What follows belongs to an exercise in optimizing a design on an open flow for small area and a short achievable clock period; a production flow would make more cautious choices.
RTL that was checked went through simulation tests only; none was proved equivalent to the original.
The RTL of runs 4 to 6 was laid out without a check of its function.
Power is estimated from default activity; no workload was simulated.

[flow/design.v]
module M216A_TopModule(
    input  wire       clk_i,
    input  wire       rst_i,
    input  wire [4:0] width_i,
    input  wire [4:0] height_i,
    output wire [7:0] index_x_o,
    output wire [7:0] index_y_o,
    output wire [3:0] strike_o
);
    wire [4:0] h = height_i;
    reg s10, s4, s3, s9, s13, s8, s78, s5, s6, s7, valid;
    reg ab0, ab1, ab2;    
    always @(posedge clk_i) begin
        valid <= |h[4:2];
        ab0 <= h == 5'd5 || h == 5'd10;
        ab1 <= h == 5'd6 || h == 5'd11 || h == 5'd12;
        ab2 <= h == 5'd4 || h == 5'd9 || h == 5'd12;
        s10 <= h == 5'd4;
        s4  <= h == 5'd6 || h == 5'd7;
        s3  <= h == 5'd8 || h == 5'd9;
        s9  <= h == 5'd11 || h == 5'd12;
        s13 <= h >= 5'd13;
        s8  <= h == 5'd4 || h == 5'd5;
        s78 <= h == 5'd7 || h == 5'd8;
        s5  <= h == 5'd9 || h == 5'd10;
        s6  <= h == 5'd5 || h == 5'd6;
        s7  <= h == 5'd10 || h == 5'd11;
    end
    wire [4:0] w = width_i;
    reg       started;
    reg [1:0] p;
    always @(posedge clk_i) begin
        if (rst_i) begin
            started <= 1'b0;
            p <= 2'd0;
        end else begin
            if (valid) started <= 1'b1;
            if (valid | started) p <= p + 2'd1;
        end
    end
    wire clr = ~started;
    reg  [52:1] RH, RT;
    wire [3:0] T1  = RT[4:1],   T2  = RT[8:5],   T3  = RT[12:9],  T4  = RT[16:13];
    wire [3:0] T5  = RT[20:17], T6  = RT[24:21], T7  = RT[28:25], T8  = RT[32:29];
    wire [3:0] T9  = RT[36:33], T10 = RT[40:37], T11 = RT[44:41], T12 = RT[48:45];
    wire [3:0] T13 = RT[52:49];
    wire [3:0] A0 = {4{s10}} & T10 | {4{s4}} & T4 | {4{s3}} & T3 | {4{s9}} & T9
                  | {4{s13}} & T13 | {4{ab0}};
    wire [3:0] A1 = {4{s8}} & T8 | {4{s78}} & T1 | {4{s5}} & T5 | {4{s13}} & T12
                  | {4{ab1}};
    wire [3:0] A2 = {4{s6}} & T6 | {4{s78}} & T2 | {4{s7}} & T7 | {4{s13}} & T11
                  | {4{ab2}};
    wire p01 = ~(s78 & s3);
    wire p02 = ~(s78 & s3 | s4 & s6 | s9 & s7);
    function cmp4;
        input [3:0] a, b;
        input c;
        integer i;
        reg r;
        begin
            r = c;
            for (i = 0; i < 4; i = i + 1)
                r = (~a[i] & b[i]) | (~a[i] & r) | (b[i] & r);
            cmp4 = r;
        end
    endfunction
    wire [3:0] klo = 4'd0 - w[3:0];
    wire [3:0] kn  = p[0] ? 4'd7 : klo;
    reg le01, le02, le12, f0, f1, f2;
    always @(posedge clk_i) begin
        le01 <= cmp4(A0, A1, p[0] ? le01 : p01);
        le02 <= cmp4(A0, A2, p[0] ? le02 : p02);
        le12 <= cmp4(A1, A2, ~p[0] | le12);
        f0   <= cmp4(A0, kn, ~p[0] | f0);
        f1   <= cmp4(A1, kn, ~p[0] | f1);
        f2   <= cmp4(A2, kn, ~p[0] | f2);
    end
    wire win0 = le01 & le02;
    wire win1 = ~le01 & le12;
    wire win2 = ~win0 & ~win1;
    wire fit = win0 & f0 | win1 & f1 | win2 & f2;
    reg wr0, wr1, wr2;
    always @(posedge clk_i) begin
        wr0 <= win0;
        wr1 <= win1;
        wr2 <= win2;
    end
    wire sel0 = p[0] ? wr0 : win0;    
    wire sel1 = p[0] ? wr1 : win1;
    wire sel2 = p[0] ? wr2 : win2;
    wire [3:0] Tsel = {4{sel0}} & A0 | {4{sel1}} & A1 | {4{sel2}} & A2;
    wire [3:0] cid = {4{win0 & s10}} & 4'd10 | {4{win0 & s4}} & 4'd4 | {4{win0 & s3}} & 4'd3
                   | {4{win0 & s9}} & 4'd9 | {4{win0 & s13}} & 4'd13
                   | {4{win1 & s8}} & 4'd8 | {4{win1 & s78}} & 4'd1 | {4{win1 & s5}} & 4'd5
                   | {4{win1 & s13}} & 4'd12
                   | {4{win2 & s6}} & 4'd6 | {4{win2 & s78}} & 4'd2 | {4{win2 & s7}} & 4'd7
                   | {4{win2 & s13}} & 4'd11;
    reg [4:0] wr;    
    reg [6:0] xq;
    reg inc;
    always @(posedge clk_i) begin
        wr <= width_i;
        if (p == 2'd2) xq[3:0] <= Tsel;
        if (p == 2'd3) xq[6:4] <= Tsel[2:0];
    end
    wire [4:0] lsum = xq[3:0] + wr[3:0];
    always @(posedge clk_i) inc <= lsum[4] | wr[4];
    wire [3:0] hsum = {1'b0, xq[6:4]} + {3'b0, inc};
    wire [3:0] sum = p[0] ? lsum[3:0] : hsum;    
    reg [3:0] code;
    always @(posedge clk_i) begin
        if (rst_i)
            code <= 4'd0;
        else if (p == 2'd2)
            code <= ~valid ? 4'd0 : (fit ? cid : 4'd15);
    end
    wire wph = p[0] ~^ p[1];    
    wire [3:0] wdat = sum & {4{~clr}};
    reg  [13:1] wen;
    integer s;
    always @(*) begin
        for (s = 1; s <= 13; s = s + 1)
            wen[s] = clr | (wph & (code == s));
    end
    always @(posedge clk_i) begin
        for (s = 1; s <= 13; s = s + 1) begin
            RH[4*s -: 4] <= RT[4*s -: 4];
            RT[4*s -: 4] <= wen[s] ? wdat : RH[4*s -: 4];
        end
    end
    reg [7:0] ytab;
    always @(*) begin
        case (code)
            4'd1:  ytab = 8'd0;
            4'd2:  ytab = 8'd8;
            4'd3:  ytab = 8'd16;
            4'd4:  ytab = 8'd25;
            4'd5:  ytab = 8'd32;
            4'd6:  ytab = 8'd42;
            4'd7:  ytab = 8'd48;
            4'd8:  ytab = 8'd59;
            4'd9:  ytab = 8'd64;
            4'd10: ytab = 8'd76;
            4'd11: ytab = 8'd80;
            4'd12: ytab = 8'd96;
            4'd13: ytab = 8'd112;
            default: ytab = 8'd128;
        endcase
    end
    reg ld, strike;
    always @(posedge clk_i) begin
        ld     <= ~rst_i & (p == 2'd1) & (code != 4'd0);
        strike <= code == 4'd15;
    end
    reg [6:0] xo, yo;
    reg       xy7;
    reg [3:0] so;
    always @(posedge clk_i) begin
        if (rst_i) begin
            xo  <= 7'd0;
            yo  <= 7'd0;
            xy7 <= 1'b0;
            so  <= 4'd0;
        end else if (ld) begin
            xo  <= strike ? 7'd0 : xq;
            yo  <= ytab[6:0];
            xy7 <= strike;
            if (strike) so <= so + 4'd1;
        end
    end
    assign index_x_o = {xy7, xo};
    assign index_y_o = {xy7, yo};
    assign strike_o  = so;
endmodule
[flow/config.mk]
export PLATFORM = sky130hd
export DESIGN_NAME = M216A_TopModule
export DESIGN_NICKNAME = M216A_TopModule
export VERILOG_FILES = /design/flow/design.v
export SDC_FILE = /design/flow/constraint.sdc
export NUM_CORES = 4
export LEC_CHECK = 0
export CAP_MARGIN = 20
export CORE_MARGIN = 2
export CORE_UTILIZATION = 40
export CTS_BUF_LIST = sky130_fd_sc_hd__clkbuf_4 sky130_fd_sc_hd__clkbuf_8
export GPL_TIMING_DRIVEN = 0
export SETUP_SLACK_MARGIN = 2.2
export SLEW_MARGIN = 20
export TNS_END_PERCENT = 0
[flow/flow/abc.script]
strash
&get -n
&fraig -x
&put
scorr
dc2
dretime
strash
&get -n
&dch -f
&nf
&put
[flow/constraint.sdc]
create_clock -name core_clock -period 4.0 [get_ports {clk_i}]
set_input_delay 0.8000 -clock core_clock [delete_from_list [all_inputs] [get_ports {clk_i}]]
set_output_delay 0.8000 -clock core_clock [all_outputs]
set_load 0.01 [all_outputs]
[flow/standard.sh]
#!/bin/bash
# synth_recipe.tcl (not shown) runs the flow's synth.tcl, then flattens the netlist and writes it again
# the make line also repeats each setting of config.mk as NAME=value (left out here)
make -C /OpenROAD-flow-scripts/flow DESIGN_CONFIG=/design/flow/config.mk WORK_HOME=/design/flow/orfs CLKGATE_MAP_FILE= SYNTH_SCRIPT=/design/flow/synth_recipe.tcl "${@:-finish}"
[flow/flow/run.sh]
#!/bin/bash
# Standard layout with two changes: the port buffers are buf_2 cells, and
# synthesis maps the logic with flow/abc.script instead of ORFS's
# abc_speed.script (same synthesis otherwise, so the registers are the
# standard synthesis's).  Each step's output goes to its own log here.
set -e
rm -rf scripts_abc
cp -r "$FLOW_HOME/scripts" scripts_abc
cp flow/abc.script scripts_abc/abc_speed.script
export BUFFER_PORTS_ARGS="-buffer_cell sky130_fd_sc_hd__buf_1"
bash standard.sh SCRIPTS_DIR="$PWD/scripts_abc" CTS_ARGS='-sink_clustering_enable -repair_clock_nets -dont_use_dummy_load -buf_list {sky130_fd_sc_hd__clkbuf_4 sky130_fd_sc_hd__clkbuf_8}' finish > standard.log 2>&1
==> results of run 1 <==
[how the worst max path moves through the flow]
stage                           from     end  depth (start not counted)
final                          xq[0]   RT[2]                          5
after global routing              s3   xq[6]                          4
after CTS                 width_i[1]      f2                          8
after detailed placement        p[0]   RT[6]                          6
after global placement       started  RT[12]                          2
after floorplan           width_i[1]      f2                          7
[kinds of logic after synthesis]
kind of cell | share of synthesized area
AND/OR/NAND/NOR | 0.159
AO/OA/AOI/OAI | 0.187
flip-flops | 0.590
adder cells (fa/ha/maj) | 0.0391
buffers and inverters | 0.0116
XOR/XNOR | 0.00752
multiplexers | 0.00559
[per-stage QoR]
stage | setup slack [ns] | hold WS, ns | area, µm² | power [mW]
after floorplan | 2.06 | 0.330 | 5880 | 2.03
after global placement | 1.13 | 0.337 | 6230 | 2.13
after detailed placement | 1.52 | 0.336 | 6270 | 2.15
after CTS | 2.08 | 0.351 | 6620 | 3.04
after global routing | 2.08 | 0.349 | 6750 | 3.17
final | 2.13 | 0.353 | 6750 | 3.05
[layer usage]
metal / vias to the layer above / wire length [µm] / global-route usage
met1: 2173 / 6650 / 0.246
met4: 0 / 271 / 0.0773
met2: 155 / 6890 / 0.292
met3: 20 / 939 / 0.0451
li1: 2242 / - / -
met5: - / 0 / 0
[timing repair]
action / in CTS / in global routing
cloned: 1 / 1
pin swaps: 4 / 12
resized for setup: 22 / 33
setup endpoints to repair: 74 / 83
hold buffers: 0 / 0
setup buffers: 6 / 4
[worst register-to-register path: cells and delay by family (launching register included)]
| kind | cells | cell delay (ns) |
|---|---|---|
| adders and majority gates | 2 | 0.66 |
| DFF | 1 | 0.41 |
| AOI/OAI and AO/OA | 3 | 0.68 |
[state kept, by name, summed over array words and instances (netlist names), 2 cells and up]
name  cells
RH       52
RT       52
xo        7
xq        7
yo        7
wr        5
code      4
so        4
p         2
[cell usage in the layout, fill, tap and decap left out, types with 3 or more instances in the layout]
cell type	count
a21oi_1	36
clkinv_1	11
dfxtp_1	154
xnor2_1	3
nand2b_1	9
o21bai_1	3
buf_1	28
buf_4	13
nor2b_1	11
a41o_1	3
nand3_1	48
a21o_1	3
o22ai_1	5
o21ai_1	8
a221oi_1	3
clkbuf_8	17
o21ai_2	4
nor2_1	32
nand2_2	4
ha_1	12
nor3_1	5
and3_1	9
edfxtp_1	7
a211oi_1	5
and2_0	8
dfxtp_4	3
o21ai_0	56
a2bb2oi_1	4
a222oi_1	10
and2_1	3
dfxtp_2	4
a22oi_1	12
nand2_1	57
nand2_4	3
[final cells by class]
type | instances | share of cell area
Antenna cell | 1 | 0.000371
Buffer | 2 | 0.00222
Clock buffer | 17 | 0.0346
Inverter | 14 | 0.0122
Multi-Input combinational cell | 399 | 0.370
Sequential cell | 168 | 0.511
Tap cell | 184 | 0.0341
Timing Repair Buffer | 44 | 0.0359
[report_power, final]
part	switching (mW)	internal [mW]	leakage, nW	total [mW]
registers	0.0537	1.74	1.38	1.80
logic	0.232	0.138	0.970	0.370
clock network	0.511	0.375	0.122	0.886
==> metrics.yaml, run 1 <==
clk_pin_slew_worst_paths_ns: 0.08
track_usage: 0.186
reg2reg_from: "xq[0]"
min_from: "RT[23]"
core_um2: 14400
grt_max_degree: 39
final_hold_viol_count: 0
floorplan.initialDensity: 0.405
r2r_slack_ns: 2.13
reg2reg_depth: 5
dieWidth_um: 125
synth_nets: 609
synth_cell_types: 45
crit_slowest_cell: "fa_2"
die-height_um: 125
drt_iter0_markers: 287
regArea_um2: 3450
outcome: "finished clean"
cts_made_buffers: 17
dp.cells: 799
fin_cells: 829
fin_tns_setup_ns: 0
cts_tree: "built"
synth.area.top_cells: "dfxtp_1, o21ai_0, nand3_1"
wire_per_inst_um: 17.8
clk_path_buf_depth: 2
p_leak_nw: 2.47
r2r-end: "RT[2]"
synth_ff_type: "dfxtp_1"
finalSetupViolCount: 0
worstHoldEndpoint: "RH[23]"
dieArea_um2: 15500
endpoint_kind: "register"
max_freq_mhz: 535
cts_max_level: 4
hp-class: "register to register"
required_ns: 4.33
final_util: 0.470
clock_sinks: 168
synth_largest_area_cell: "dfxtp_1"
root_buffer: "clkbuf_8"
drc: 0
antenna_found_initial: 1
synth_cells: 581
gp_congestion: 0.822
crit_type: "register to register"
crit_buf_inv: 0
syn_to_final_growth_pct: 16.1
grt_first_pass_wirelength_um: 22700
path_cells: "ha_2 -> fa_2 -> o21ai_4 -> o21bai_4 -> o21ai_0"
vdd_ir_drop_max_mv: 0.189
n_fill_cell: 1338
synth-seq-cells: 168
rsz0062_at_grt: "yes"
powerDensity_nw_per_um2: 452
worst_slew_pin_slew_ns: 0.855
multi_input_area_um2: 2500
num_vias: 4590
overflow: 0
slew_headroom: 0.430
num_rows: 44
avgSynthCellArea_um2: 10.0
slew_viol_final: 0
yosysTopAreaCellShare: 0.554
critical_path.max_stage_delay_ns: 0.44
crit_path_start_kind: "register"
ys_top_cells_by_count: "dfxtp_1, o21ai_0, nand2_1"
syn_area_um2: 5820
drive_gt1_frac: 0.118
dr.pass1.iters: 5
finalNetCount: 674
ant_nets: 0
seq_area_frac_synth: 0.590
critPathArrivalTime_ns: 2.20
routed_wirelength_um: 14700
finClkSkew_ns: 0.0237
holdPathStages: 0
via_per_inst: 5.54
io-pin-count: 32
fin_crit_ns: 1.87
drv_cap: 0
post-synth-top-count-cell: "dfxtp_1"
crit_fanout: 7
port_buffers: 31
yosysWarnings: 1
critical_path.top_delay_family: "compound AO/OA/AOI/OAI gates"
synthArstFlopShare: 0
worstSkewPairLatency_ns: 0.46
hpwl_um: 9690
grt_pass1_vias: 4243
finalCritPeriodShare: 0.467
synth_edf_count: 7
==> run 2, diff against run 1 <==
--- a/flow/config.mk
+++ b/flow/config.mk
@@ -13,3 +13,3 @@
 export SETUP_SLACK_MARGIN = 2.2
 export SLEW_MARGIN = 20
-export TNS_END_PERCENT = 0
+export TNS_END_PERCENT = 5
==> run 2 against run 1 <==
Compared with the run above: still clean; non-clock buffer count unchanged; synthesized area unchanged; sequential power about the same; power increased by 0.17%; synthesized cell count unchanged; core utilization increased by 0.21 points; sequential share of layout area decreased by 0.23 points; global-route usage about the same; setup slack improved by 0.00090 ns; design area increased by 0.44%.
==> metrics.yaml, run 2 <==
floorplan.initialDensity: 0.405  # unchanged
mostFrequentLayoutCells: "dfxtp_1, nand2_1, o21ai_0, nand3_1, a21oi_1"  # unchanged
seq_area_frac_synth: 0.590  # unchanged
root_buffer: "clkbuf_8"  # unchanged
dieArea_um2: 15500  # unchanged
cts_max_level: 4  # unchanged
drive_gt1_frac: 0.121  # was 0.118
wl_met1_um: 6530  # was 6650 µm
max_freq_mhz: 535  # about the same
synth_edf_count: 7  # unchanged
top_regs: "RH x52, RT x52"  # unchanged
drt_iter0_markers: 299  # was 287
critPathArrivalTime_ns: 2.20  # about the same
crit_end: "RT[22]"  # was RT[2]
grt_max_degree: 39  # unchanged
finClkSkew_ns: 0.0221  # was 0.0237 ns
cts_tree: "built"  # unchanged
clk_pin_slew_worst_paths_ns: 0.07  # was 0.08 ns
antenna_found_initial: 0  # was 1
holdPathStages: 0  # unchanged
dieWidth_um: 125  # unchanged
synth_nets: 609  # unchanged
synth.area.top_cells: "dfxtp_1, o21ai_0, nand3_1"  # unchanged
syn_area_um2: 5820  # unchanged
ys_top_cells_by_count: "dfxtp_1, o21ai_0, nand2_1"  # unchanged
worstSkewPairLatency_ns: 0.47  # was 0.46 ns
syn_to_final_growth_pct: 16.6  # was 16.1%
required_ns: 4.34  # was 4.33 ns
outcome: "finished clean"  # unchanged
synth_cells: 581  # unchanged
final_hold_viol_count: 0  # unchanged
synth_ff_type: "dfxtp_1"  # unchanged
wire_per_inst_um: 17.7  # was 17.8 µm
via_per_inst: 5.58  # was 5.54
rsz0062_at_grt: "yes"  # unchanged
drc: 0  # unchanged
ant_nets: 0  # unchanged
reg2reg_depth: 5  # unchanged
cts_hold_buf: 0  # unchanged
synthArstFlopShare: 0  # unchanged
place_ws_ns: 1.52  # unchanged
r2r-end: "RT[22]"  # was RT[2]
layout.cells.most_common: "dfxtp_1"  # unchanged
finalCritPeriodShare: 0.467  # about the same
port_buffers: 31  # unchanged
multi_input_area_um2: 2530  # was 2500 µm²
worst_slew_pin_slew_ns: 0.866  # was 0.855 ns
clk_path_buf_depth: 2  # unchanged
fin_ws_ns: 2.13  # about the same
track_usage: 0.186  # about the same
top_layer: "met4"  # unchanged
fin_tns_setup_ns: 0  # unchanged
gp_congestion: 0.822  # unchanged
crit_start: "xq[0]"  # unchanged
endpoint_kind: "register"  # unchanged
n_fill_cell: 1334  # was 1338
grt_first_pass_wirelength_um: 22700  # about the same
core_um2: 14400  # unchanged
synth_largest_area_cell: "dfxtp_1"  # unchanged
drv_cap: 0  # unchanged
grt_pass1_vias: 4240  # was 4243
hpwl_um: 9690  # unchanged
yosysTopAreaCellShare: 0.554  # unchanged
die-height_um: 125  # unchanged
io-pin-count: 32  # unchanged
num_antenna_cells: 0  # was 1
dr.pass1.iters: 5  # unchanged
cts_made_buffers: 17  # unchanged
fin_crit_ns: 1.87  # about the same
num_vias: 4623  # was 4590
finalSetupViolCount: 0  # unchanged
reg2reg_from: "xq[0]"  # unchanged
crit_path_start_kind: "register"  # unchanged
yosysWarnings: 1  # unchanged
crit_type: "register to register"  # unchanged
routed-wl-met3_um: 984  # was 939 µm
avgSynthCellArea_um2: 10.0  # unchanged
num_rows: 44  # unchanged
fin_area_um2: 6780  # was 6750 µm²
fin_cells: 828  # was 829
dp.cells: 799  # unchanged
placed_area_um2: 6270  # unchanged
synth-seq-cells: 168  # unchanged
clock_sinks: 168  # unchanged
finalNetCount: 674  # unchanged
p_leak_nw: 2.48  # was 2.47 nW
powerDensity_nw_per_um2: 451  # was 452 nW/µm²
slew_headroom: 0.422  # was 0.430
overflow: 0  # unchanged
post-synth-top-count-cell: "dfxtp_1"  # unchanged
hp-class: "register to register"  # unchanged
wl_met2_um: 6690  # was 6890 µm
slew_viol_final: 0  # unchanged
crit_fanout: 7  # unchanged
vdd_ir_drop_max_mv: 0.189  # about the same
routed_wirelength_um: 14700  # about the same
r2r_slack_ns: 2.13  # about the same
regArea_um2: 3450  # unchanged
synth_cell_types: 45  # unchanged
-- run 2: worst min-delay path by stage --
stage / endpoint / from
floorplan: RH[31] / RT[31]
global placement: RH[40] / RT[40]
detailed placement: RH[2] / RT[2]
CTS: RH[28] / RT[28]
global route: RH[23] / RT[23]
finish: RH[23] / RT[23]
-- run 2: layout make-up --
type                            instances  share of cell area
Inverter                               14              0.0122
Buffer                                  2             0.00221
Timing Repair Buffer                   44              0.0358
Multi-Input combinational cell        399               0.373
Tap cell                              184              0.0339
Sequential cell                       168               0.508
Clock buffer                           17              0.0345
-- run 2: cell families (layout without fill, tap and decap cells) --
kind of cell | after synthesis | in the layout | synth area share
buffers and inverters | 16 | 77 | 0.0116
adder cells (fa/ha/maj) | 18 | 18 | 0.0391
flip-flops | 168 | 168 | 0.590
AO/OA/AOI/OAI | 174 | 175 | 0.187
multiplexers | 3 | 3 | 0.00559
XOR/XNOR | 5 | 5 | 0.00752
AND/OR/NAND/NOR | 197 | 198 | 0.159
-- run 2: critical path: stages (launching register included) --
cell and delay [ns]:
edfxtp_1 0.43, ha_4 0.19, fa_2 0.47, o21ai_4 0.26, o21bai_4 0.28, o21ai_1 0.11
-- run 2: through the flow --
stage | util | hold slack, ns | power (mW)
after detailed placement | 0.436 | 0.336 | 2.15
after global routing | 0.472 | 0.349 | 3.18
after global placement | 0.433 | 0.337 | 2.13
after CTS | 0.461 | 0.351 | 3.05
final | 0.472 | 0.353 | 3.06
after floorplan | - | 0.330 | 2.03
-- run 2: layer usage --
layer | vias up | global-route usage
met5 | - | 0
met4 | 0 | 0.0773
met3 | 35 | 0.0451
met2 | 162 | 0.292
met1 | 2194 | 0.246
li1 | 2232 | -
-- run 2: power by group --
part	internal (mW)	leakage [nW]	total (mW)	switching, mW
logic	0.141	0.978	0.372	0.230
registers	1.74	1.38	1.80	0.0552
clock network	0.374	0.122	0.888	0.513
-- run 2: timing repair --
action	CTS	global route
cloned	1	1
pin swaps	6	20
setup endpoints to repair	74	83
gates resized for setup	25	40
setup buffers	6	4
==> run 3, diff against run 2 <==
==> flow/flow/run.sh (replaced) <==
#!/bin/bash
# Standard layout with two changes: the port buffers are buf_2 cells, and
# synthesis maps the logic with flow/abc.script instead of ORFS's
# abc_speed.script (same synthesis otherwise, so the registers are the
# standard synthesis's).  Each step's output goes to its own log here.
set -e
rm -rf scripts_abc
cp -r "$FLOW_HOME/scripts" scripts_abc
cp flow/abc.script scripts_abc/abc_speed.script
export BUFFER_PORTS_ARGS="-buffer_cell sky130_fd_sc_hd__buf_2"
bash standard.sh SCRIPTS_DIR="$PWD/scripts_abc" CTS_ARGS='-sink_clustering_enable -repair_clock_nets -dont_use_dummy_load -sink_clustering_size 30 -sink_clustering_max_diameter 100 -buf_list {sky130_fd_sc_hd__clkbuf_4 sky130_fd_sc_hd__clkbuf_8}' finish > standard.log 2>&1
--- a/flow/config.mk
+++ b/flow/config.mk
@@ -11,5 +11,4 @@
 export CTS_BUF_LIST = sky130_fd_sc_hd__clkbuf_4 sky130_fd_sc_hd__clkbuf_8
 export GPL_TIMING_DRIVEN = 0
-export SETUP_SLACK_MARGIN = 2.2
+export SETUP_SLACK_MARGIN = 1.8
 export SLEW_MARGIN = 20
-export TNS_END_PERCENT = 5
==> run 3 against run 2 <==
Compared with the run above: setup slack got worse by 0.19 ns; critical path depth grew 2; critical endpoint is now RT[3]; clock power shrank 1%; first-iteration DRC count is 18% higher; still clean; cell count shrank 1.3%; power fell by 2.1%; fmax down 9.3%; clock skew shrank 0.0010 ns; sequential power about the same; sequential cell count unchanged.
==> metrics.yaml, run 3 <==
seq_area_frac_synth: 0.590  # unchanged
required_ns: 4.37  # was 4.34 ns
syn_area_um2: 5820  # unchanged
outcome: "finished clean"  # unchanged
dr.pass1.iters: 5  # unchanged
synth-seq-cells: 168  # unchanged
slew_headroom: 0.425  # was 0.422
gp_congestion: 0.806  # was 0.822
routed_wirelength_um: 13900  # was 14700 µm
port_buffers: 31  # unchanged
track_usage: 0.185  # was 0.186
ant_nets: 0  # unchanged
drc: 0  # unchanged
dieArea_um2: 15500  # unchanged
finalSetupViolCount: 0  # unchanged
synth_nets: 609  # unchanged
totalPowerFinal_mw: 2.99  # was 3.06 mW
synth_cell_types: 45  # unchanged
top_regs: "RH x52, RT x52"  # unchanged
crit_type: "register to register"  # unchanged
critPathArrivalTime_ns: 2.43  # was 2.20 ns
fin_tns_setup_ns: 0  # unchanged
reg2reg_depth: 7  # was 5
finalCritPeriodShare: 0.515  # was 0.467
synthArstFlopShare: 0  # unchanged
clock_sinks: 168  # unchanged
layout.cells.most_common: "dfxtp_1"  # unchanged
max_freq_mhz: 485  # was 535 MHz
vdd_ir_drop_max_mv: 0.229  # was 0.189 mV
syn_to_final_growth_pct: 12.0  # was 16.6%
endpoint_kind: "register"  # unchanged
core_um2: 14400  # unchanged
final_util: 0.454  # was 0.472
mostFrequentLayoutCells: "dfxtp_1, o21ai_0, nand2_1, nand3_1, a21oi_1"  # was dfxtp_1, nand2_1, o21ai_0, nand3_1, a21oi_1
p_leak_nw: 2.48  # about the same
cts_made_buffers: 17  # unchanged
io-pin-count: 32  # unchanged
cts_hold_buf: 0  # unchanged
overflow: 0  # unchanged
fin_crit_ns: 2.06  # was 1.87 ns
crit_fanout: 13  # was 7
grt_pass1_vias: 4275  # was 4240
num_vias: 4523  # was 4623
fin_area_um2: 6520  # was 6780 µm²
synth_largest_area_cell: "dfxtp_1"  # unchanged
holdPathStages: 0  # unchanged
crit_path_start_kind: "register"  # unchanged
grt_max_degree: 39  # unchanged
met1_usage: 0.248  # was 0.246
synth.area.top_cells: "dfxtp_1, o21ai_0, nand3_1"  # unchanged
hpwl_um: 9610  # was 9690 µm
placed_area_um2: 6240  # was 6270 µm²
num_antenna_cells: 0  # unchanged
synth_ff_type: "dfxtp_1"  # unchanged
min_from: "RT[34]"  # was RT[23]
antenna_found_initial: 0  # unchanged
yosysTopAreaCellShare: 0.554  # unchanged
yosysWarnings: 1  # unchanged
worst_slew_pin_slew_ns: 0.862  # was 0.866 ns
rsz0062_at_grt: "no"  # was yes
finalNetCount: 663  # was 674
finClkSkew_ns: 0.0210  # was 0.0221 ns
worstSkewPairLatency_ns: 0.45  # was 0.47 ns
num_rows: 44  # unchanged
drt_iter0_markers: 354  # was 299
cts_max_level: 4  # unchanged
powerDensity_nw_per_um2: 459  # was 451 nW/µm²
crit_start: "xq[0]"  # unchanged
drive_gt1_frac: 0.0995  # was 0.121
drv_cap: 0  # unchanged
die-height_um: 125  # unchanged
root_buffer: "clkbuf_8"  # unchanged
slew_viol_final: 0  # unchanged
wire_per_inst_um: 17.0  # was 17.7 µm
post-synth-top-count-cell: "dfxtp_1"  # unchanged
synth_edf_count: 7  # unchanged
clk_path_buf_depth: 2  # unchanged
clk_pin_slew_worst_paths_ns: 0.08  # was 0.07 ns
ys_top_cells_by_count: "dfxtp_1, o21ai_0, nand2_1"  # unchanged
grt_use_met3: 0.0442  # was 0.0451
grt_first_pass_wirelength_um: 22500  # was 22700 µm
floorplan.initialDensity: 0.405  # unchanged
cts_tree: "built"  # unchanged
reg2reg_from: "xq[0]"  # unchanged
avgSynthCellArea_um2: 10.0  # unchanged
dieWidth_um: 125  # unchanged
top_usage_layer: "met2"  # unchanged
via_per_inst: 5.54  # was 5.58
synth_cells: 581  # unchanged
use_met2: 0.284  # was 0.292
hp-class: "register to register"  # unchanged
final_hold_viol_count: 0  # unchanged
[run 3: area by class of cell]
cell class	instances	area, µm²
fillers	1375	7850
flip-flops and latches	168	3440
multi-input cells	397	2350
clock buffers	17	234
well taps	184	230
repair buffers	35	198
inverters	14	53.8
plain buffers	2	15.0
[run 3: power by group]
group | switching, mW | internal [mW] | total, mW
clock | 0.503 | 0.375 | 0.878
combinational | 0.200 | 0.118 | 0.318
sequential | 0.0546 | 1.74 | 1.80
total | 0.758 | 2.24 | 2.99
[run 3: per-layer routing]
metal | share of wire | wire length, µm | vias to the layer above
met5 | 0 | 0 | -
met4 | 0.023 | 314 | 0
met3 | 0.060 | 833 | 26
met2 | 0.45 | 6180 | 148
met1 | 0.47 | 6550 | 2143
li1 | - | - | 2206
[run 3: final timing paths]
path | to | slack (ns)
min reg2reg | RH[34] | 0.35
max | RT[3] | 1.94
max reg2reg | RT[3] | 1.94
min | RH[34] | 0.35
[run 3: cells by family after synthesis]
family	count (synthesis)	synth area share
compound gates	174	0.187
xor+xnor	5	0.00752
fa+ha+maj	18	0.0391
buf+inv	16	0.0116
flops	168	0.590
mux	3	0.00559
simple gates	197	0.159
[run 3: what timing repair did]
action                     4_1_cts  5_1_grt
pin swaps                        1        1
setup buffers                    1        1
cloned                           0        0
resized for setup                5        3
setup endpoints to repair       64        9
[run 3: worst max-delay path, stage by stage (launching register included)]
cell and delay, ns:
edfxtp_1 0.43, ha_1 0.25, fa_1 0.41, nand2_1 0.11, nand2_1 0.06, o22ai_1 0.18, nand2_2 0.28, o21ai_0 0.28
[run 3: stage by stage]
stage                     std cells  worst slack [ns]  hold slack, ns
after floorplan                 581              1.86           0.330
after global placement          796             0.992           0.334
after detailed placement        798              1.10           0.336
after CTS                       816              1.86           0.352
after global routing            817              1.84           0.353
final                           817              1.94           0.348
==> run 4, diff against run 3 <==
--- a/flow/design.v
+++ b/flow/design.v
@@ -9,11 +9,11 @@
 );
     wire [4:0] h = height_i;
-    reg s10, s4, s3, s9, s13, s8, s78, s5, s6, s7, valid;
+    reg s10, s4, s3, s9, s13, s8, s78, s5, s6, s7;
     reg ab0, ab1, ab2;    
+    wire idle = ~|h[4:2];
     always @(posedge clk_i) begin
-        valid <= |h[4:2];
-        ab0 <= h == 5'd5 || h == 5'd10;
-        ab1 <= h == 5'd6 || h == 5'd11 || h == 5'd12;
-        ab2 <= h == 5'd4 || h == 5'd9 || h == 5'd12;
+        ab0 <= idle || h == 5'd5 || h == 5'd10;
+        ab1 <= idle || h == 5'd6 || h == 5'd11 || h == 5'd12;
+        ab2 <= idle || h == 5'd4 || h == 5'd9 || h == 5'd12;
         s10 <= h == 5'd4;
         s4  <= h == 5'd6 || h == 5'd7;
@@ -28,4 +28,5 @@
     end
     wire [4:0] w = width_i;
+    wire valid = ~(ab0 & ab1 & ab2);
     reg       started;
     reg [1:0] p;
@@ -148,9 +149,6 @@
         endcase
     end
-    reg ld, strike;
-    always @(posedge clk_i) begin
-        ld     <= ~rst_i & (p == 2'd1) & (code != 4'd0);
-        strike <= code == 4'd15;
-    end
+    wire ld = (p == 2'd2) & (code != 4'd0);
+    wire strike = code == 4'd15;
     reg [6:0] xo, yo;
     reg       xy7;
==> flow/flow/run.sh (replaced) <==
#!/bin/bash
# Standard layout with two changes: the port buffers are buf_2 cells, and
# synthesis maps the logic with flow/abc.script instead of ORFS's
# abc_speed.script (same synthesis otherwise, so the registers are the
# standard synthesis's).  Each step's output goes to its own log here.
set -e
rm -rf scripts_abc
cp -r "$FLOW_HOME/scripts" scripts_abc
cp flow/abc.script scripts_abc/abc_speed.script
export BUFFER_PORTS_ARGS="-buffer_cell sky130_fd_sc_hd__buf_1"
bash standard.sh SCRIPTS_DIR="$PWD/scripts_abc" CTS_ARGS='-sink_clustering_enable -repair_clock_nets -dont_use_dummy_load -buf_list {sky130_fd_sc_hd__clkbuf_4 sky130_fd_sc_hd__clkbuf_8}' finish > standard.log 2>&1
--- a/flow/config.mk
+++ b/flow/config.mk
@@ -11,4 +11,5 @@
 export CTS_BUF_LIST = sky130_fd_sc_hd__clkbuf_4 sky130_fd_sc_hd__clkbuf_8
 export GPL_TIMING_DRIVEN = 0
-export SETUP_SLACK_MARGIN = 1.8
+export SETUP_SLACK_MARGIN = 2.2
 export SLEW_MARGIN = 20
+export TNS_END_PERCENT = 5
==> run 4 against run 3 <==
Compared with the run above: synthesized area is 1.8% lower; critical path depth fell by 2; sequential cell count is 3 lower; via count increased by 0.49%; design area grew 0.77%; combinational power up 17%; sequential power barely moved; largest cell class unchanged; count of clock-buffer cells in the layout did not move; clock skew shrank 0.0039 ns; still clean on timing, DRC and antenna.
==> metrics.yaml, run 4 <==
dieWidth_um: 124  # was 125 µm
num_rows: 43  # was 44
clk_path_buf_depth: 2  # unchanged
worstSkewPairLatency_ns: 0.46  # was 0.45 ns
dieArea_um2: 15300  # was 15500 µm²
synth_ff_type: "dfxtp_1"  # unchanged
dr.pass1.iters: 5  # unchanged
slew_viol_final: 0  # unchanged
hold_ws_ns: 0.346  # was 0.348 ns
synth_cells: 567  # was 581
synth_mux_area_frac: 0.00569  # was 0.00559
outcome: "finished clean"  # unchanged
met1_usage: 0.265  # was 0.248
hp-class: "register to register"  # unchanged
syn_to_final_growth_pct: 15.0  # was 12.0%
drc: 0  # unchanged
die-height_um: 124  # was 125 µm
cts_max_level: 4  # unchanged
synth_largest_area_cell: "dfxtp_1"  # unchanged
mostFrequentLayoutCells: "dfxtp_1, nand3_1, nand2_1, o21ai_0, a21oi_1"  # was dfxtp_1, o21ai_0, nand2_1, nand3_1, a21oi_1
rsz0062_at_grt: "yes"  # was no
slew_headroom: 0.474  # was 0.425
wire_per_inst_um: 17.7  # was 17.0 µm
grt_pass1_vias: 4252  # was 4275
cts_hold_buf: 0  # unchanged
grt_first_pass_wirelength_um: 22500  # about the same
p_leak_nw: 2.36  # was 2.48 nW
drive_gt1_frac: 0.108  # was 0.0995
synth_top_family_by_area: "compound AO/OA/AOI/OAI gates"  # unchanged
crit_slowest_cell: "dfxtp_1"  # was edfxtp_1
synth-seq-cells: 165  # was 168
core_um2: 13900  # was 14400 µm²
powerDensity_nw_per_um2: 461  # was 459 nW/µm²
crit_top_cell: "a222oi_1"  # was nand2_1
hpwl_um: 9590  # was 9610 µm
synth_nets: 594  # was 609
grt_use_met3: 0.0466  # was 0.0442
n_fill_cell: 1317  # was 1375
antenna_found_initial: 0  # unchanged
clock_sinks: 165  # was 168
synth_cell_types: 48  # was 45
clk_pin_slew_worst_paths_ns: 0.08  # about the same
worst_slew_pin_slew_ns: 0.788  # was 0.862 ns
top_regs: "RH x52, RT x52"  # unchanged
cts_tree: "built"  # unchanged
root_buffer: "clkbuf_8"  # unchanged
floorplan.initialDensity: 0.410  # was 0.405
yosys.area_share.simple: 0.161  # was 0.159
grt_max_degree: 39  # unchanged
drv_cap: 0  # unchanged
synth_edf_count: 7  # unchanged
crit_path_start_kind: "register"  # unchanged
io-pin-count: 32  # unchanged
num_vias: 4545  # was 4523
crit_type: "register to register"  # unchanged
required_ns: 4.17  # was 4.37 ns
drt_iter0_markers: 379  # was 354
track_usage: 0.196  # was 0.185
synthArstFlopShare: 0  # unchanged
use_met2: 0.300  # was 0.284
path_cells: "a222oi_1 -> buf_4 -> nand2_1 -> a222oi_1 -> clkinv_1"  # was ha_1 -> fa_1 -> nand2_1 -> nand2_1 -> o22ai_1 -> nand2_2 -> o21ai_0
critical_path.max_stage_delay_ns: 0.40  # was 0.43 ns
critPathArrivalTime_ns: 2.06  # was 2.43 ns
port_buffers: 31  # unchanged
post-synth-top-count-cell: "dfxtp_1"  # unchanged
via_per_inst: 5.62  # was 5.54
synthAdderAreaFrac: 0.0377  # was 0.0391
max_freq_mhz: 527  # was 485 MHz
endpoint_kind: "register"  # unchanged
avgSynthCellArea_um2: 10.1  # was 10.0 µm²
finalSetupViolCount: 0  # unchanged
ys_top_cells_by_count: "dfxtp_1, nand2_1, o21ai_0"  # was dfxtp_1, o21ai_0, nand2_1
num_antenna_cells: 0  # unchanged
final_util: 0.471  # was 0.454
yosysTopAreaCellShare: 0.554  # about the same
layout.cells.most_common: "dfxtp_1"  # unchanged
yosysWarnings: 1  # unchanged
overflow: 0  # unchanged
gp_congestion: 0.878  # was 0.806
crit_fanout: 6  # was 13
fin_tns_setup_ns: 0  # unchanged
vdd_ir_drop_max_mv: 0.234  # was 0.229 mV
fin_cells: 809  # was 817
routed_wirelength_um: 14300  # was 13900 µm
finalNetCount: 658  # was 663
finClkSkew_ns: 0.0171  # was 0.0210 ns
synth_xor_area_frac: 0.00767  # was 0.00753
fin_crit_ns: 1.90  # was 2.06 ns
top_usage_layer: "met2"  # unchanged
cts_made_buffers: 17  # unchanged
seq_area_frac_synth: 0.590  # about the same
dp.cells: 780  # was 798
synth_compound_area_frac: 0.186  # was 0.187
ant_nets: 0  # unchanged
synth.area.top_cells: "dfxtp_1, o21ai_0, nand3_1"  # unchanged
final_hold_viol_count: 0  # unchanged
syn_area_um2: 5710  # was 5820 µm²
finalCritPeriodShare: 0.474  # was 0.515
-- run 4: repair_timing --
item	4_1_cts	5_1_grt
resized for setup	16	24
endpoints found under the setup margin	88	88
pin swaps	8	7
gates cloned	0	1
setup buffers	6	5
-- run 4: kinds of logic (layout without fill, tap and decap cells) --
family	Yosys count	after routing
AND/OR/NAND/NOR	194	195
buffers and inverters	16	77
multiplexers	3	3
AO/OA/AOI/OAI	167	167
XOR/XNOR	5	5
adder cells (fa/ha/maj)	17	17
flip-flops	165	165
-- run 4: cell type report --
class                      instances  area (µm²)  share of cell area
sequential                       165        3390               0.516
multi-input combinational        387        2410               0.368
clock buffer                      17         234              0.0356
timing repair buffer              44         228              0.0347
tap                              180         225              0.0343
inverter                          14        63.8             0.00972
buffer                             2        15.0             0.00229
-- run 4: critical path: cells and delay by family (launching register included) --
family          cells  cell delay (ns)
flops               1             0.40
buf+inv             2             0.35
compound gates      2             0.73
simple gates        1             0.14
-- run 4: per-layer routing --
metal,vias up,routed length (µm)
met5,-,0
met4,0,246
met3,21,644
met2,123,6680
met1,2181,6730
li1,2220,-
-- run 4: final timing paths --
kind	end	slack, ns	cells after the start	startpoint
worst min register to register	RH[5]	0.35	0	RT[5]
worst max register to register	xq[1]	2.10	5	s10
worst max-delay path	xq[1]	2.10	5	s10
worst min-delay path	RH[5]	0.35	0	RT[5]
-- run 4: stage by stage --
stage / power, mW / setup slack [ns] / cell area [µm²]
floorplan: 2.02 / 2.06 / 5760
global placement: 2.12 / 0.978 / 6100
detailed placement: 2.14 / 1.69 / 6130
CTS: 3.02 / 2.05 / 6460
global route: 3.16 / 1.95 / 6570
finish: 3.03 / 2.10 / 6570
-- run 4: power by group --
| part | switching (mW) | total [mW] | leakage, nW | internal (mW) |
|---|---|---|---|---|
| clock network | 0.506 | 0.881 | 0.122 | 0.375 |
| logic | 0.238 | 0.373 | 0.892 | 0.135 |
| registers | 0.0527 | 1.77 | 1.35 | 1.72 |
| total | 0.797 | 3.03 | 2.36 | 2.23 |
==> run 5, diff against run 4 <==
--- a/flow/flow/run.sh
+++ b/flow/flow/run.sh
@@ -9,3 +9,3 @@
 cp flow/abc.script scripts_abc/abc_speed.script
 export BUFFER_PORTS_ARGS="-buffer_cell sky130_fd_sc_hd__buf_1"
-bash standard.sh SCRIPTS_DIR="$PWD/scripts_abc" CTS_ARGS='-sink_clustering_enable -repair_clock_nets -dont_use_dummy_load -buf_list {sky130_fd_sc_hd__clkbuf_4 sky130_fd_sc_hd__clkbuf_8}' finish > standard.log 2>&1
+bash standard.sh SCRIPTS_DIR="$PWD/scripts_abc" CTS_ARGS='-repair_clock_nets -dont_use_dummy_load -buf_list {sky130_fd_sc_hd__clkbuf_8}' finish > standard.log 2>&1
==> run 5 against run 4 <==
Compared with the run above: synthesized cell count unchanged; setup slack unchanged; fmax unchanged; power unchanged; design area unchanged; via count unchanged; clock power about the same; clock skew unchanged; non-clock buffer count unchanged; largest cell class unchanged.
==> metrics.yaml, run 5 <==
syn_to_final_growth_pct: 15.0  # unchanged
gp_congestion: 0.878  # unchanged
mostFrequentLayoutCells: "dfxtp_1, nand3_1, nand2_1, o21ai_0, a21oi_1"  # unchanged
crit_end: "xq[1]"  # unchanged
endpoint_kind: "register"  # unchanged
ys_top_cells_by_count: "dfxtp_1, nand2_1, o21ai_0"  # unchanged
post-synth-top-count-cell: "dfxtp_1"  # unchanged
root_buffer: "clkbuf_8"  # unchanged
crit_start: "s10"  # unchanged
finClkSkew_ns: 0.0171  # unchanged
track_usage: 0.196  # unchanged
crit_path_start_kind: "register"  # unchanged
grt_pass1_vias: 4252  # unchanged
synthArstFlopShare: 0  # unchanged
worstSkewPairLatency_ns: 0.46  # about the same
dp.cells: 780  # unchanged
overflow: 0  # unchanged
final_hold_viol_count: 0  # unchanged
seq_area_frac_synth: 0.590  # unchanged
drc: 0  # unchanged
fin_tns_setup_ns: 0  # unchanged
finalSetupViolCount: 0  # unchanged
cts_tree: "built"  # unchanged
synth.area.top_cells: "dfxtp_1, o21ai_0, nand3_1"  # unchanged
num_vias: 4545  # unchanged
synth_nets: 594  # unchanged
clk_path_buf_depth: 2  # unchanged
ant_nets: 0  # unchanged
io-pin-count: 32  # unchanged
p_leak_nw: 2.36  # unchanged
hp-class: "register to register"  # unchanged
yosysWarnings: 1  # unchanged
antenna_found_initial: 0  # unchanged
cts_hold_buf: 0  # unchanged
drt_iter0_markers: 379  # unchanged
reg2reg_from: "s10"  # unchanged
final_util: 0.471  # unchanged
r2r-end: "xq[1]"  # unchanged
yosysTopAreaCellShare: 0.554  # unchanged
syn_area_um2: 5710  # unchanged
cts_made_buffers: 17  # unchanged
via_per_inst: 5.62  # unchanged
slew_viol_final: 0  # unchanged
wire_per_inst_um: 17.7  # unchanged
critPathArrivalTime_ns: 2.06  # about the same
outcome: "finished clean"  # unchanged
fin_cells: 809  # unchanged
core_um2: 13900  # unchanged
max_freq_mhz: 527  # unchanged
fin_crit_ns: 1.90  # unchanged
synth-seq-cells: 165  # unchanged
finalCritPeriodShare: 0.474  # unchanged
r2r_slack_ns: 2.10  # about the same
cts_max_level: 4  # unchanged
min_from: "RT[5]"  # unchanged
synth_edf_count: 7  # unchanged
synth_ff_type: "dfxtp_1"  # unchanged
synth_cell_types: 48  # unchanged
clock_sinks: 165  # unchanged
fin_ws_ns: 2.10  # unchanged
grt_first_pass_wirelength_um: 22500  # unchanged
totalPowerFinal_mw: 3.03  # unchanged
routed_wirelength_um: 14300  # unchanged
top_regs: "RH x52, RT x52"  # unchanged
dieArea_um2: 15300  # unchanged
port_buffers: 31  # unchanged
crit_type: "register to register"  # unchanged
dr.pass1.iters: 5  # unchanged
synth_cells: 567  # unchanged
avgSynthCellArea_um2: 10.1  # unchanged
drive_gt1_frac: 0.108  # unchanged
crit_fanout: 6  # unchanged
dieWidth_um: 124  # unchanged
required_ns: 4.17  # about the same
vdd_ir_drop_max_mv: 0.234  # unchanged
finalNetCount: 658  # unchanged
num_rows: 43  # unchanged
floorplan.initialDensity: 0.410  # unchanged
rsz0062_at_grt: "yes"  # unchanged
drv_cap: 0  # unchanged
reg2reg_depth: 5  # unchanged
slew_headroom: 0.474  # unchanged
worst_slew_pin_slew_ns: 0.788  # unchanged
hpwl_um: 9590  # unchanged
clk_pin_slew_worst_paths_ns: 0.08  # about the same
num_antenna_cells: 0  # unchanged
place_ws_ns: 1.69  # unchanged
grt_max_degree: 39  # unchanged
die-height_um: 124  # unchanged
powerDensity_nw_per_um2: 461  # unchanged
synth_largest_area_cell: "dfxtp_1"  # unchanged
layout.cells.most_common: "dfxtp_1"  # unchanged
run 5: area by class of cell:
cell class / count / area, µm²
buffer: 2 / 15.0
fill: 1317 / 7370
tap: 180 / 225
sequential: 165 / 3390
inverter: 14 / 63.8
timing repair buffer: 44 / 228
clock buffer: 17 / 234
multi-input combinational: 387 / 2410
run 5: how the worst min path moves through the flow:
stage / end / slack, ns / cells after the start
finish: RH[5] / 0.35 / 0
floorplan: RH[31] / 0.33 / 0
global route: RH[25] / 0.35 / 0
global placement: RH[2] / 0.34 / 0
detailed placement: RH[51] / 0.34 / 0
CTS: RH[5] / 0.34 / 0
run 5: kinds of logic after synthesis:
logic type	Yosys count	share of synthesized area
AND/OR/NAND/NOR	194	0.161
AO/OA/AOI/OAI	167	0.186
multiplexers	3	0.00569
XOR/XNOR	5	0.00767
flip-flops	165	0.590
buffers and inverters	16	0.0118
adder cells (fa/ha/maj)	17	0.0377
run 5: worst max-delay path, cell delays in order, from the launching register on:
cell and delay (ns):
dfxtp_1 0.40, a222oi_1 0.37, buf_4 0.18, nand2_1 0.14
a222oi_1 0.36, clkinv_1 0.17
run 5: metrics by stage:
stage	hold slack [ns]	instance area, µm²
4_1_cts	0.345	6460
2_1_floorplan	0.330	5760
5_1_grt	0.348	6570
6_report	0.346	6570
3_5_place_dp	0.338	6130
3_3_place_gp	0.335	6100
run 5: power breakdown:
part           internal (mW)  switching [mW]
combinational          0.135           0.238
clock                  0.375           0.506
sequential              1.72          0.0527
total                   2.23           0.797
run 5: what timing repair did:
action                                  CTS  global route
resized for setup                        16            24
endpoints found under the setup margin   88            88
gates cloned                              0             1
setup buffers                             6             5
pin swaps                                 8             7
run 5: per-layer routing:
metal / up-vias / GRT usage / share of wire
met4: 0 / 0.0845 / 0.017
met2: 123 / 0.300 / 0.47
met1: 2181 / 0.265 / 0.47
met5: - / 0 / 0
li1: 2220 / - / -
met3: 21 / 0.0466 / 0.045
==> run 6, diff against run 5 <==
--- a/flow/flow/run.sh
+++ b/flow/flow/run.sh
@@ -9,3 +9,3 @@
 cp flow/abc.script scripts_abc/abc_speed.script
 export BUFFER_PORTS_ARGS="-buffer_cell sky130_fd_sc_hd__buf_1"
-bash standard.sh SCRIPTS_DIR="$PWD/scripts_abc" CTS_ARGS='-repair_clock_nets -dont_use_dummy_load -buf_list {sky130_fd_sc_hd__clkbuf_8}' finish > standard.log 2>&1
+bash standard.sh SCRIPTS_DIR="$PWD/scripts_abc" CTS_ARGS='-sink_clustering_enable -repair_clock_nets -dont_use_dummy_load -buf_list {sky130_fd_sc_hd__clkbuf_4 sky130_fd_sc_hd__clkbuf_8} -root_buf sky130_fd_sc_hd__clkbuf_16 -sink_clustering_buffer sky130_fd_sc_hd__clkbuf_4' finish > standard.log 2>&1
==> run 6 against run 5 <==
Compared with the run above: critical path type is now input pin to register; global-route usage is 0.098 points higher; still clean; synthesized area did not move; sequential share of layout area is 0.088 points lower; worst hold slack worse by 0.0014 ns; cell count stayed put; register-to-register slack is essentially flat.
==> metrics.yaml, run 6 <==
synth_top_family_by_area: "compound AO/OA/AOI/OAI gates"  # unchanged
gp_congestion: 0.878  # unchanged
outcome: "finished clean"  # unchanged
fin_area_um2: 6580  # was 6570 µm²
synth-seq-cells: 165  # unchanged
syn_to_final_growth_pct: 15.2  # was 15.0%
clk_pin_slew_worst_paths_ns: 0.07  # was 0.08 ns
finClkSkew_ns: 0.0141  # was 0.0171 ns
floorplan.initialDensity: 0.410  # unchanged
crit_slowest_cell: "maj3_2"  # was dfxtp_1
cts_hold_buf: 0  # unchanged
synthArstFlopShare: 0  # unchanged
synth_compound_area_frac: 0.186  # unchanged
drive_gt1_frac: 0.108  # unchanged
totalPowerFinal_mw: 3.05  # was 3.03 mW
top_regs: "RH x52, RT x52"  # unchanged
crit_type: "input pin to register"  # was register to register
regArea_um2: 3390  # unchanged
overflow: 0  # unchanged
dieWidth_um: 124  # unchanged
syn_area_um2: 5710  # unchanged
p_leak_nw: 2.37  # was 2.36 nW
finalSetupViolCount: 0  # unchanged
placed_area_um2: 6130  # unchanged
grt_first_pass_wirelength_um: 22500  # about the same
root_buffer: "clkbuf_16"  # was clkbuf_8
cts_tree: "built"  # unchanged
routed_wirelength_um: 14300  # about the same
grt_max_degree: 39  # unchanged
drc: 0  # unchanged
fin_tns_setup_ns: 0  # unchanged
seq_area_frac_synth: 0.590  # unchanged
crit_fanout: 6  # unchanged
yosysTopAreaCellShare: 0.554  # unchanged
io-pin-count: 32  # unchanged
powerDensity_nw_per_um2: 464  # was 461 nW/µm²
post-synth-top-count-cell: "dfxtp_1"  # unchanged
finalCritPeriodShare: 0.491  # was 0.474
synth_ff_type: "dfxtp_1"  # unchanged
drv_cap: 0  # unchanged
worst_slew_pin_slew_ns: 0.759  # was 0.788 ns
holdPathStages: 0  # unchanged
worstHoldEndpoint: "RH[5]"  # unchanged
synthAdderAreaFrac: 0.0377  # unchanged
grt_pass1_vias: 4261  # was 4252
hp-class: "register to register"  # unchanged
die-height_um: 124  # unchanged
cts_max_level: 4  # unchanged
dieArea_um2: 15300  # unchanged
drt_iter0_markers: 429  # was 379
multi_input_area_um2: 2410  # unchanged
finalNetCount: 658  # unchanged
reg2reg_from: "s10"  # unchanged
synth_largest_area_cell: "dfxtp_1"  # unchanged
ys_top_cells_by_count: "dfxtp_1, nand2_1, o21ai_0"  # unchanged
port_buffers: 31  # unchanged
num_antenna_cells: 0  # unchanged
via_per_inst: 5.64  # was 5.62
num_vias: 4566  # was 4545
synth_cell_types: 48  # unchanged
layout.cells.most_common: "dfxtp_1"  # unchanged
worstSkewPairLatency_ns: 0.38  # was 0.46 ns
core_um2: 13900  # unchanged
yosysWarnings: 1  # unchanged
wire_per_inst_um: 17.6  # was 17.7 µm
yosys.area_share.simple: 0.161  # unchanged
track_usage: 0.197  # was 0.196
r2r-end: "xq[1]"  # unchanged
min_from: "RT[5]"  # unchanged
rsz0062_at_grt: "yes"  # unchanged
crit_path_start_kind: "input pin"  # was register
final_hold_viol_count: 0  # unchanged
vdd_ir_drop_max_mv: 0.273  # was 0.234 mV
synth_cells: 567  # unchanged
endpoint_kind: "register"  # unchanged
critPathArrivalTime_ns: 2.22  # was 2.06 ns
reg2reg_depth: 5  # unchanged
mostFrequentLayoutCells: "dfxtp_1, nand3_1, nand2_1, o21ai_0, a21oi_1"  # unchanged
num_rows: 43  # unchanged
synth_xor_area_frac: 0.00767  # unchanged
clk_path_buf_depth: 2  # unchanged
max_freq_mhz: 509  # was 527 MHz
synth_mux_area_frac: 0.00569  # unchanged
hpwl_um: 9590  # unchanged
dr.pass1.iters: 6  # was 5
required_ns: 4.26  # was 4.17 ns
path_cells: "buf_1 -> clkinv_2 -> ha_4 -> xnor2_2 -> nor2_2 -> o22ai_1 -> a2bb2oi_1 -> maj3_2"  # was a222oi_1 -> buf_4 -> nand2_1 -> a222oi_1 -> clkinv_1
synth_nets: 594  # unchanged
cts_made_buffers: 17  # unchanged
ant_nets: 0  # unchanged
r2r_slack_ns: 2.09  # was 2.10 ns
critical_path.max_stage_delay_ns: 0.29  # was 0.40 ns
antenna_found_initial: 0  # unchanged
slew_viol_final: 0  # unchanged
clock_sinks: 165  # unchanged
slew_headroom: 0.494  # was 0.474
synth_edf_count: 7  # unchanged
fin_crit_ns: 1.96  # was 1.90 ns
synth.area.top_cells: "dfxtp_1, o21ai_0, nand3_1"  # unchanged
n_fill_cell: 1315  # was 1317
avgSynthCellArea_um2: 10.1  # unchanged
==> run 6: cell count changes in the layout (fill, tap and decap cells not counted) <==
cell	before	now
clkbuf_16	0	1
clkbuf_8	17	16
==> run 6: timing repair <==
item	in CTS	in global routing
pin swaps	8	7
resized for setup	16	24
endpoints found under the hold margin	0	0
setup endpoints to repair	84	81
gates cloned	0	1
setup buffers	6	5
==> run 6: layer usage <==
layer | GRT usage | up-vias | part of all wire
met5 | 0 | - | 0
met4 | 0.0696 | 0 | 0.015
met3 | 0.0590 | 22 | 0.063
met2 | 0.300 | 161 | 0.46
met1 | 0.266 | 2164 | 0.46
li1 | - | 2219 | -
==> run 6: area by class of cell <==
| cell class | instances | share of cell area |
|---|---|---|
| sequential | 165 | 0.515 |
| buffer | 2 | 0.00228 |
| clock buffer | 17 | 0.0373 |
| timing repair buffer | 44 | 0.0346 |
| tap | 180 | 0.0342 |
| multi-input combinational | 387 | 0.367 |
| inverter | 14 | 0.00970 |
==> run 6: power by group <==
group          switching, mW  internal (mW)  leakage (nW)
Combinational          0.239          0.135         0.892
Sequential            0.0524           1.72          1.35
Clock                  0.506          0.401         0.127
Total                  0.797           2.26          2.37
==> run 6: worst max-delay path by stage <==
stage	slack (ns)	depth (start not counted)	to	from
final	2.04	8	f1	width_i[0]
after global routing	1.95	4	xq[6]	s8
after CTS	2.05	4	xq[6]	s8
after detailed placement	1.69	8	f1	width_i[0]
after global placement	0.98	2	RT[4]	started
after floorplan	2.06	7	f1	width_i[0]
==> run 6: cell families (layout without fill, tap and decap cells) <==
kind of cell	count (synthesis)	in the layout
fa+ha+maj	17	17
mux	3	3
simple gates	194	195
compound gates	167	167
xor+xnor	5	5
flops	165	165
buf+inv	16	77
==> run 6: worst max-delay path: cells and delay by family <==
family	cells	cell delay, ns
fa+ha+maj	2	0.46
buf+inv	2	0.29
compound gates	2	0.28
simple gates	1	0.25
xor+xnor	1	0.13
==> run 6: per-stage QoR <==
stage                     utilization  cells  hold slack (ns)  worst slack, ns
after floorplan                     -    567            0.330             2.06
after global placement          0.438    778            0.335            0.978
after detailed placement        0.440    780            0.338             1.69
after CTS                       0.464    803            0.344             2.05
after global routing            0.472    809            0.348             1.95
final                           0.472    809            0.345             2.04
==> run 7, diff against run 6 <==
--- a/flow/design.v
+++ b/flow/design.v
@@ -9,11 +9,11 @@
 );
     wire [4:0] h = height_i;
-    reg s10, s4, s3, s9, s13, s8, s78, s5, s6, s7;
+    reg s10, s4, s3, s9, s13, s8, s78, s5, s6, s7, valid;
     reg ab0, ab1, ab2;    
-    wire idle = ~|h[4:2];
     always @(posedge clk_i) begin
-        ab0 <= idle || h == 5'd5 || h == 5'd10;
-        ab1 <= idle || h == 5'd6 || h == 5'd11 || h == 5'd12;
-        ab2 <= idle || h == 5'd4 || h == 5'd9 || h == 5'd12;
+        valid <= |h[4:2];
+        ab0 <= h == 5'd5 || h == 5'd10;
+        ab1 <= h == 5'd6 || h == 5'd11 || h == 5'd12;
+        ab2 <= h == 5'd4 || h == 5'd9 || h == 5'd12;
         s10 <= h == 5'd4;
         s4  <= h == 5'd6 || h == 5'd7;
@@ -28,5 +28,4 @@
     end
     wire [4:0] w = width_i;
-    wire valid = ~(ab0 & ab1 & ab2);
     reg       started;
     reg [1:0] p;
@@ -149,6 +148,9 @@
         endcase
     end
-    wire ld = (p == 2'd2) & (code != 4'd0);
-    wire strike = code == 4'd15;
+    reg ld, strike;
+    always @(posedge clk_i) begin
+        ld     <= ~rst_i & (p == 2'd1) & (code != 4'd0);
+        strike <= code == 4'd15;
+    end
     reg [6:0] xo, yo;
     reg       xy7;
==> flow/flow/run.sh (replaced) <==
#!/bin/bash
# The standard layout (standard.sh) with three changes:
#  - synthesis maps the logic with flow/abc.script in place of ORFS's
#    abc_speed.script; the synthesis is otherwise the standard one, so the
#    registers are the standard synthesis's;
#  - the port buffers are buf_1 cells;
#  - clock tree synthesis inserts no dummy loads.
# ORFS's logs stay under orfs/logs/; make's own output goes to standard.log.
set -e
rm -rf scripts_abc
cp -r "$FLOW_HOME/scripts" scripts_abc
cp flow/abc.script scripts_abc/abc_speed.script
export BUFFER_PORTS_ARGS="-buffer_cell sky130_fd_sc_hd__buf_1"
bash standard.sh SCRIPTS_DIR="$PWD/scripts_abc" CTS_ARGS='-sink_clustering_enable -repair_clock_nets -dont_use_dummy_load -buf_list {sky130_fd_sc_hd__clkbuf_4 sky130_fd_sc_hd__clkbuf_8}' finish > standard.log 2>&1
==> run 7 against run 6 <==
Compared with the run above: first-iteration DRC count fell by 30%; worst hold slack improved by 0.0081 ns; fmax rose by 5.1%; design area up 3.1%; via count up 1.2%.
==> metrics.yaml, run 7 <==
syn_to_final_growth_pct: 16.6  # was 15.2%
synth_cell_types: 45  # was 48
worstSkewPairLatency_ns: 0.47  # was 0.38 ns
finalSetupViolCount: 0  # unchanged
synthArstFlopShare: 0  # unchanged
dieWidth_um: 125  # was 124 µm
synth_edf_count: 7  # unchanged
seq_area_frac_synth: 0.590  # about the same
synth_cells: 581  # was 567
worst_slew_pin_slew_ns: 0.866  # was 0.759 ns
fin_area_um2: 6780  # was 6580 µm²
finalCritPeriodShare: 0.467  # was 0.491
ant_nets: 0  # unchanged
cts_hold_buf: 0  # unchanged
crit_path_start_kind: "register"  # was input pin
rsz0062_at_grt: "yes"  # unchanged
yosysTopAreaCellShare: 0.554  # about the same
crit_fanout: 7  # was 6
cts_max_level: 4  # unchanged
root_buffer: "clkbuf_8"  # was clkbuf_16
vdd_ir_drop_max_mv: 0.189  # was 0.273 mV
gp_congestion: 0.822  # was 0.878
critPathArrivalTime_ns: 2.20  # was 2.22 ns
drt_iter0_markers: 299  # was 429
multi_input_area_um2: 2530  # was 2410 µm²
io-pin-count: 32  # unchanged
die-height_um: 125  # was 124 µm
hpwl_um: 9690  # was 9590 µm
drc: 0  # unchanged
endpoint_kind: "register"  # unchanged
overflow: 0  # unchanged
hp-class: "register to register"  # unchanged
num_vias: 4623  # was 4566
synth.area.top_cells: "dfxtp_1, o21ai_0, nand3_1"  # unchanged
regArea_um2: 3450  # was 3390 µm²
fin_tns_setup_ns: 0  # unchanged
max_freq_mhz: 535  # was 509 MHz
required_ns: 4.34  # was 4.26 ns
antenna_found_initial: 0  # unchanged
via_per_inst: 5.58  # was 5.64
avgSynthCellArea_um2: 10.0  # was 10.1 µm²
layout.cells.most_common: "dfxtp_1"  # unchanged
synth-seq-cells: 168  # was 165
synth_largest_area_cell: "dfxtp_1"  # unchanged
grt_first_pass_wirelength_um: 22700  # was 22500 µm
clk_path_buf_depth: 2  # unchanged
grt_max_degree: 39  # unchanged
powerDensity_nw_per_um2: 451  # was 464 nW/µm²
final_hold_viol_count: 0  # unchanged
dr.pass1.iters: 5  # was 6
ys_top_cells_by_count: "dfxtp_1, o21ai_0, nand2_1"  # was dfxtp_1, nand2_1, o21ai_0
cts_tree: "built"  # unchanged
clock_sinks: 168  # was 165
core_um2: 14400  # was 13900 µm²
drive_gt1_frac: 0.121  # was 0.108
cts_made_buffers: 17  # unchanged
floorplan.initialDensity: 0.405  # was 0.410
slew_headroom: 0.422  # was 0.494
p_leak_nw: 2.48  # was 2.37 nW
wire_per_inst_um: 17.7  # was 17.6 µm
clk_pin_slew_worst_paths_ns: 0.07  # about the same
grt_pass1_vias: 4240  # was 4261
num_rows: 44  # was 43
fin_crit_ns: 1.87  # was 1.96 ns
mostFrequentLayoutCells: "dfxtp_1, nand2_1, o21ai_0, nand3_1, a21oi_1"  # was dfxtp_1, nand3_1, nand2_1, o21ai_0, a21oi_1
track_usage: 0.186  # was 0.197
routed_wirelength_um: 14700  # was 14300 µm
syn_area_um2: 5820  # was 5710 µm²
num_antenna_cells: 0  # unchanged
finClkSkew_ns: 0.0221  # was 0.0141 ns
n_fill_cell: 1334  # was 1315
outcome: "finished clean"  # unchanged
drv_cap: 0  # unchanged
yosysWarnings: 1  # unchanged
slew_viol_final: 0  # unchanged
synth_ff_type: "dfxtp_1"  # unchanged
port_buffers: 31  # unchanged
top_regs: "RH x52, RT x52"  # unchanged
post-synth-top-count-cell: "dfxtp_1"  # unchanged
dieArea_um2: 15500  # was 15300 µm²
finalNetCount: 674  # was 658
crit_type: "register to register"  # was input pin to register
placed_area_um2: 6270  # was 6130 µm²
synth_nets: 609  # was 594
## run 7: changes by cell type after synthesis, sizes merged, moves of 2 or more
cell / delta
a211oi: +4
a221oi: -5
a222oi: -2
a311oi: +2
and3: +3
dfxtp: +3
nand3: -12
nor2: +11
nor2b: +8
nor3: -3
o2111ai: -2
o21ai: +7
or3: +2
## run 7: what timing repair did
action                                  CTS  global route
pin swaps                                 6            20
endpoints found under the setup margin   74            83
cloned                                    1             1
gates resized for setup                  25            40
buffers inserted                          6             4
## run 7: cells by family (layout without fill, tap and decap cells)
| group | after synthesis | after routing | synth area share |
|---|---|---|---|
| XOR/XNOR | 5 | 5 | 0.00752 |
| AO/OA/AOI/OAI | 174 | 175 | 0.187 |
| AND/OR/NAND/NOR | 197 | 198 | 0.159 |
| adder cells (fa/ha/maj) | 18 | 18 | 0.0391 |
| multiplexers | 3 | 3 | 0.00559 |
| buffers and inverters | 16 | 77 | 0.0116 |
| flip-flops | 168 | 168 | 0.590 |
## run 7: power by group
group / internal, mW / total (mW) / leakage (nW) / switching, mW
Sequential: 1.74 / 1.80 / 1.38 / 0.0552
Clock: 0.374 / 0.888 / 0.122 / 0.513
Combinational: 0.141 / 0.372 / 0.978 / 0.230
Total: 2.26 / 3.06 / 2.48 / 0.799
## run 7: final timing paths
kind	endpoint	cells after the start	from	slack (ns)
worst max-delay path	RT[22]	5	xq[0]	2.13
worst min-delay path	RH[23]	0	RT[23]	0.35
worst max register to register	RT[22]	5	xq[0]	2.13
worst min register to register	RH[23]	0	RT[23]	0.35
## run 7: final cells by class
type                    instances  area share
plain buffers                   2     0.00221
clock buffers                  17      0.0345
inverters                      14      0.0122
multi-input cells             399       0.373
flip-flops and latches        168       0.508
well taps                     184      0.0339
repair buffers                 44      0.0358
## run 7: metrics by stage
stage                     total power, mW  utilization  hold WS, ns  setup slack, ns  instances
after global placement               2.13        0.433        0.337             1.13        796
after detailed placement             2.15        0.436        0.336             1.52        799
after global routing                 3.18        0.472        0.349             2.07        828
after CTS                            3.05        0.461        0.351             2.08        823
final                                3.06        0.472        0.353             2.13        828
after floorplan                      2.03            -        0.330             2.06        581
## run 7: per-layer routing
metal / wire length, µm / track usage / vias to the layer above / part of all wire
li1: - / - / 2232 / -
met1: 6530 / 0.246 / 2194 / 0.44
met2: 6690 / 0.292 / 162 / 0.46
met3: 984 / 0.0451 / 35 / 0.067
met4: 487 / 0.0773 / 0 / 0.033
met5: 0 / 0 / - / 0
## run 7: critical path, cell delays in order (launching register included)
cell	delay [ns]
edfxtp_1	0.43
ha_4	0.19
fa_2	0.47
o21ai_4	0.26
o21bai_4	0.28
o21ai_1	0.11

[afterwards: timing with drivers on the ports]
Ports are ideal in the flow. The routed layouts listed here were re-timed in OpenROAD.
Step 1, drivers: a clkbuf_16 drives clk_i and a buf_2 each remaining input, both assumed.
Step 2, shift: input delay + t, output delay - t, t = (earliest + latest rising clock arrival at the registers) / 2. This alone moves slack from input paths to output paths.
Three values: no drivers, after step 1, after step 2; two values: the first two.
| run | shift t [ns] | setup slack, ns | hold slack, ns | slew at the worst register clock pin (ns) | pins driven straight from the clock port |
|---|---|---|---|---|---|
| run 1 | 0.487 | 2.131 / 2.129 / 1.676 | 0.353 / 0.353 / 0.353 | 0.09 / 0.09 | 1 |
| run 2 | 0.492 | 2.132 / 2.122 / 1.690 | 0.353 / 0.353 / 0.353 | 0.09 / 0.09 | 1 |
| run 3 | 0.476 | 1.940 / 1.940 / 1.571 | 0.348 / 0.348 / 0.348 | 0.08 / 0.08 | 1 |
| run 4 | 0.485 | 2.103 / 2.103 / 1.661 | 0.346 / 0.346 / 0.346 | 0.08 / 0.08 | 1 |
| run 5 | 0.485 | 2.103 / 2.103 / 1.661 | 0.346 / 0.346 / 0.346 | 0.08 / 0.08 | 1 |
| run 6 | 0.414 | 2.037 / 2.056 / 1.642 | 0.345 / 0.345 / 0.345 | 0.08 / 0.08 | 1 |
| run 7 | 0.492 | 2.132 / 2.122 / 1.690 | 0.353 / 0.353 / 0.353 | 0.09 / 0.09 | 1 |
After both steps setup and hold are still met in every run listed. For run 1, which loses most, drivers alone change the setup slack by -0.002 ns; drivers and shift together by -0.455 ns.
